Source: an optimization exercise on an open RTL-to-GDS flow (aim: small area and a short achievable clock period). Production flows keep margins and buffers that such runs may drop.
In this exercise RTL edits were held to simulation tests only and were not proved equivalent to the original.
Power is estimated from default activity; no workload was simulated.

## ACC_CPU_32BITS
module ACC_CPU_32BITS(
	input button_clock_in,
	input [16:0] Input,
	output wire [0:27] Output7Segments,
	input clock,
	output wire WaitingInput,
	input reset_in,
	output wire Negative,
	output wire [0:20] OutputPC,
	output wire [14:0] mem_addr,
	output wire [31:0] mem_wdata,
	output wire mem_we,
	input [31:0] mem_rdata
	);
Settings: LEC_CHECK=0, CAP_MARGIN=20, CORE_MARGIN=2, CORE_UTILIZATION=40, CTS_CLUSTER_DIAMETER=100, CTS_CLUSTER_SIZE=18, GPL_TIMING_DRIVEN=0, SLEW_MARGIN=20, SYNTH_HIERARCHICAL=1, SYNTH_MINIMUM_KEEP_SIZE=0; clock period 105.0 ns.
standard.sh (not shown) runs the stock make flow with config.mk's settings and CLKGATE_MAP_FILE= SYNTH_SCRIPT=/design/flow/synth_recipe.tcl, a recipe that flattens the netlist after the stock synthesis.
==> flow/flow/run.sh <==
#!/bin/bash
# Layout flow: the standard flow (standard.sh: ORFS synthesis through
# finish), with the port buffers that ORFS inserts at global placement made
# sky130_fd_sc_hd__buf_2 cells instead of the cell buffer_ports picks by
# default.  Every port still gets its own buffer.  The ORFS logs stay under
# orfs/logs; the output of the make run goes to standard.log.
set -euo pipefail
cd "$(dirname "$0")/.."
bash standard.sh "BUFFER_PORTS_ARGS=-buffer_cell sky130_fd_sc_hd__buf_2" finish > standard.log 2>&1
Next try:
==> flow/run.sh (new file) <==
#!/bin/bash
# synth_recipe.tcl (not shown) runs the flow's synth.tcl, then flattens the netlist and writes it again
# the make line also repeats each setting of config.mk as NAME=value (left out here)
make -C /OpenROAD-flow-scripts/flow DESIGN_CONFIG=/design/flow/config.mk WORK_HOME=/design/flow/orfs CLKGATE_MAP_FILE= SYNTH_SCRIPT=/design/flow/synth_recipe.tcl finish
--- a/flow/config.mk
+++ b/flow/config.mk
@@ -12,3 +12,2 @@
 export CTS_CLUSTER_SIZE = 18
-export GPL_TIMING_DRIVEN = 0
 export SLEW_MARGIN = 20
removed: flow/flow/run.sh
removed: flow/standard.sh
Outcome: Cell area is higher by 0.31%. Global-route usage is lower by 4.3 points. Via count is lower by 5.2%. Synthesized cell count does not change. Hold slack is about the same. Worst setup slack is worse by 0.094 ns. Sequential cell count does not change. Wire length is lower by 13%. Core utilization is higher by 0.13 points. Synthesized area stays the same. Clock-buffer cell count is higher by 5.
Next try:
==> flow/flow/run.sh (new file) <==
#!/bin/bash
# Layout flow: the standard flow (standard.sh: ORFS synthesis through
# finish), with the port buffers that ORFS inserts at global placement made
# sky130_fd_sc_hd__buf_2 cells instead of the cell buffer_ports picks by
# default.  Every port still gets its own buffer.  The ORFS logs stay under
# orfs/logs; the output of the make run goes to standard.log.
set -euo pipefail
cd "$(dirname "$0")/.."
bash standard.sh "BUFFER_PORTS_ARGS=-buffer_cell sky130_fd_sc_hd__buf_2" finish > standard.log 2>&1
==> flow/standard.sh (new file) <==
#!/bin/bash
# synth_recipe.tcl (not shown) runs the flow's synth.tcl, then flattens the netlist and writes it again
# the make line also repeats each setting of config.mk as NAME=value (left out here)
make -C /OpenROAD-flow-scripts/flow DESIGN_CONFIG=/design/flow/config.mk WORK_HOME=/design/flow/orfs CLKGATE_MAP_FILE= SYNTH_SCRIPT=/design/flow/synth_recipe.tcl "${@:-finish}"
--- a/flow/config.mk
+++ b/flow/config.mk
@@ -7,5 +7,6 @@
 export LEC_CHECK = 0
+export ABC_AREA = 1
 export CAP_MARGIN = 20
 export CORE_MARGIN = 2
-export CORE_UTILIZATION = 40
+export CORE_UTILIZATION = 60
 export CTS_CLUSTER_DIAMETER = 100
removed: flow/run.sh
Effect: The new run finished clean; clock skew grows by 0.0049 ns; combinational power is higher by a little under a tenth; worst hold slack improves by 0.0038 ns; global-route usage increases by 14 points.
Next try:
--- a/flow/config.mk
+++ b/flow/config.mk
@@ -10,5 +10,6 @@
 export CORE_MARGIN = 2
-export CORE_UTILIZATION = 60
+export CORE_UTILIZATION = 50
 export CTS_CLUSTER_DIAMETER = 100
 export CTS_CLUSTER_SIZE = 18
+export PLACE_DENSITY = 0.75
 export SLEW_MARGIN = 20
What happened: Sequential cell count is unchanged. Power went down by 0.42%. Critical path depth stays the same. Area after synthesis does not change. Global-route usage went down by 6.6 points. Via count stays flat.

port drivers added, routing unchanged:
Ports are ideal in the flow. The routed layouts listed here were re-timed in OpenROAD.
Step 1, drivers: a clkbuf_16 drives clock and a buf_2 each remaining input, both assumed.
Step 2 moves the port delays by t, midway between the first and last clock arrival at a register: inputs arrive t later, outputs are due t later. That takes back most of the time a late clock gives input paths.
Slacks: no drivers / after step 1 / after step 2; pairs: no drivers / after step 1.
run | shift t [ns] | setup slack, ns | worst hold slack (ns) | latest minus earliest clock arrival (ns)
the first run | 0.720 | 82.067 / 82.124 / 81.404 | 0.458 / 0.458 / 0.458 | 0.044 / 0.044
the second run | 0.683 | 81.973 / 82.024 / 81.341 | 0.458 / 0.458 / 0.458 | 0.032 / 0.032
the third run | 0.668 | 82.541 / 82.587 / 81.919 | 0.462 / 0.462 / 0.462 | 0.036 / 0.036
the fourth run | 0.677 | 82.564 / 82.613 / 81.936 | 0.453 / 0.453 / 0.453 | 0.039 / 0.040
After both steps setup and hold are still met in every run listed. The setup slack of the first run, which loses most, moves by +0.057 ns with the drivers and by -0.663 ns with both steps.
